What follows belongs to an exercise in optimizing a design on an open flow for small area; a production flow would make more cautious choices. At most, simulation tests tie the RTL to the original design; equivalence was not proved. Power is estimated from default activity; no workload was simulated.

==> flow/design.v (excerpt) <==
module pong_core(clk,BTN_EAST, BTN_WEST, Reset, CounterX, CounterY, inDisplayArea, vga_R, vga_G, vga_B, oLed);
==> module edge_cmp, before the edit <==
module edge_cmp #(parameter N = 10) (input [N-1:0] a, input [N-1:0] bn, output e0, output e8, output e16);
wire [N-1:0] xx;
genvar i;
generate for (i=0;i<N;i=i+1) begin: gx
	xnor2m u (.a(a[i]), .b(bn[i]), .y(xx[i]));
end endgenerate
wire [N:4] m;       
assign m[4] = 1'b1;
generate for (i=4;i<N;i=i+1) begin: gm
	assign m[i+1] = m[i] & ~bn[i];
end endgenerate
wire [N-1:5] ok;    
generate for (i=5;i<N;i=i+1) begin: go
	xnor2m u (.a(xx[i]), .b(m[i]), .y(ok[i]));
end endgenerate
wire low3eq = ~|xx[2:0];
wire z_hi = ~|xx[N-1:4];
wire e_hi = xx[4] & (&ok) & ~m[N];
assign e0  = low3eq & ~xx[3] & z_hi;
assign e16 = low3eq & ~xx[3] & e_hi;
assign e8  = low3eq &  xx[3] & (bn[3] ? z_hi : e_hi);
endmodule
export LEC_CHECK = 0
export CAP_MARGIN = 20
export CORE_MARGIN = 2
export CORE_UTILIZATION = 40
export SLEW_MARGIN = 20
export SYNTH_HIERARCHICAL = 1
create_clock -name core_clock -period 10.0 [get_ports {clk}]
standard.sh (not shown) runs the stock make flow with config.mk's settings and CLKGATE_MAP_FILE= SYNTH_SCRIPT=/design/flow/synth_recipe.tcl, a recipe that flattens the netlist after the stock synthesis.
==> flow/flow/run.sh <==
#!/bin/bash
# The standard layout (standard.sh, with its synthesis unchanged), with three
# changes to the physical steps:
#  - after the floorplan, combinational cells that synthesis sized up are
#    sized down to the smallest cell of their footprint (flow/downsize.tcl);
#    the placement repair steps then fix any slew or capacitance limit;
#  - the smallest buffer (buf_1) on each input and output port;
#  - a clock tree of clkbuf_8 without the dummy loads CTS adds to balance it.
# make's output goes to standard.log; each ORFS step logs to orfs/logs/.
set -euo pipefail
here=$(pwd)
bash standard.sh \
  POST_FLOORPLAN_TCL="$here/flow/downsize.tcl" \
  BUFFER_PORTS_ARGS="-buffer_cell sky130_fd_sc_hd__buf_1" \
  CTS_ARGS="-sink_clustering_enable -repair_clock_nets -dont_use_dummy_load -buf_list sky130_fd_sc_hd__clkbuf_8" \
  finish > standard.log 2>&1
==> flow/flow/downsize.tcl <==
# Downsize every combinational cell that synthesis sized up (drive > 1) to
# the smallest cell of the same footprint; buffers, inverters, clock cells
# and registers are left alone. Timing has a large margin at this period;
# the later repair steps fix any slew or capacitance limit this breaks.
set ::downsize_count 0
set ::downsize_saved 0.0
foreach inst [[ord::get_db_block] getInsts] {
  set master [$inst getMaster]
  set name [$master getName]
  if { ![regexp {^(sky130_fd_sc_hd__[a-z0-9]+)_([0-9]+)$} $name -> base size] } { continue }
  if { $size <= 1 } { continue }
  if { [regexp {__(buf|inv|clk|dly|df|edf|sdf|dl|conb|tap|fill|decap|bufinv|probe|lpflow|mux2)} $base] } {
    if { ![string match "*__mux2*" $base] } { continue }
  }
  set best ""
  set best_area 1e9
  foreach s {0 1 2} {
    set m [[ord::get_db] findMaster ${base}_$s]
    if { $m eq "NULL" || $m eq "" } { continue }
    if { $s >= $size } { continue }
    set a [expr {[$m getWidth] * [$m getHeight]}]
    if { $a < $best_area } { set best $m; set best_area $a }
  }
  if { $best eq "" } { continue }
  set old_area [expr {[$master getWidth] * [$master getHeight]}]
  if { [$inst swapMaster $best] } {
    incr ::downsize_count
    set ::downsize_saved [expr {$::downsize_saved + ($old_area - $best_area) / 1e6}]
  }
}
puts "downsize: $::downsize_count cells, [format %.1f $::downsize_saved] um2"
The baseline completed without violations.
Then changed:
--- a/flow/design.v
+++ b/flow/design.v
@@ -224,30 +224,26 @@
 endmodule
 module xnor2m(input a, input b, output y);
 assign y = ~(a ^ b);
 endmodule
 module edge_cmp #(parameter N = 10) (input [N-1:0] a, input [N-1:0] bn, output e0, output e8, output e16);
-wire [N-1:0] xx;
+wire [N:1] c;
+wire [N-1:0] s;
+assign s[0] = ~(a[0] ^ bn[0]);
+assign c[1] = a[0] | bn[0];
 genvar i;
-generate for (i=0;i<N;i=i+1) begin: gx
-	xnor2m u (.a(a[i]), .b(bn[i]), .y(xx[i]));
-end endgenerate
-wire [N:4] m;       
-assign m[4] = 1'b1;
-generate for (i=4;i<N;i=i+1) begin: gm
-	assign m[i+1] = m[i] & ~bn[i];
-end endgenerate
-wire [N-1:5] ok;    
-generate for (i=5;i<N;i=i+1) begin: go
-	xnor2m u (.a(xx[i]), .b(m[i]), .y(ok[i]));
-end endgenerate
-wire low3eq = ~|xx[2:0];
-wire z_hi = ~|xx[N-1:4];
-wire e_hi = xx[4] & (&ok) & ~m[N];
-assign e0  = low3eq & ~xx[3] & z_hi;
-assign e16 = low3eq & ~xx[3] & e_hi;
-assign e8  = low3eq &  xx[3] & (bn[3] ? z_hi : e_hi);
+generate for (i=1;i<N;i=i+1) begin: g
+	fa_m u (.a(a[i]), .b(bn[i]), .ci(c[i]), .s(s[i]), .co(c[i+1]));
+end endgenerate
+wire hz = c[N] & ~|s[N-1:5] & ~|s[2:0];
+assign e0  = hz & ~s[4] & ~s[3];
+assign e8  = hz & ~s[4] &  s[3];
+assign e16 = hz &  s[4] & ~s[3];
+endmodule
+module fa_m(input a, input b, input ci, output s, output co);
+assign s = a ^ b ^ ci;
+assign co = (a & b) | (a & ci) | (b & ci);
 endmodule
 module vel_table(input [7:0] c, input fresh, output [1:0] velm1);
 wire hi = |c[7:5];
 wire [4:0] l = c[4:0];
 wire v1 = ~hi & (fresh ? (l >= 1 && l <= 10) : (l <= 9));
Outcome: Sequential cell count does not change; utilization rises by 0.51 points; die area rises slightly; final area climbs slightly; wire length went down slightly; clock power stays flat; maximum frequency came out lower by well over a third; cell count drops slightly.
Function not checked in the second run of this note: the RTL went through the layout flow alone.

-- afterwards: timing with drivers on the ports --
No port has a modelled driver above. Below, the same layouts with a new extraction and two added sets of constraints.
Step 1 assumes that a clkbuf_16 drives the clock port and a buf_2 every other input.
Step 2 adds t to the input delays and takes it off the output delays; t is the mean of the earliest and latest rising clock arrival at the registers after step 1. Input paths then give back, and output paths get back, about the clock's delay inside the block.
Three values: ideal ports, drivers, drivers and shift; two values: the first two.
run | shift t [ns] | setup slack, ns | slew at the worst register clock pin (ns) | cell pins on the clock port's net
the first run | 0.368 | 6.351 / 6.341 / 5.973 | 0.08 / 0.08 | 1
the second run | 0.377 | 3.202 / 3.213 / 2.837 | 0.09 / 0.09 | 1
After both steps setup and hold are still met in every run listed. The setup slack of the first run, which loses most, moves by -0.010 ns with the drivers and by -0.378 ns with both steps.
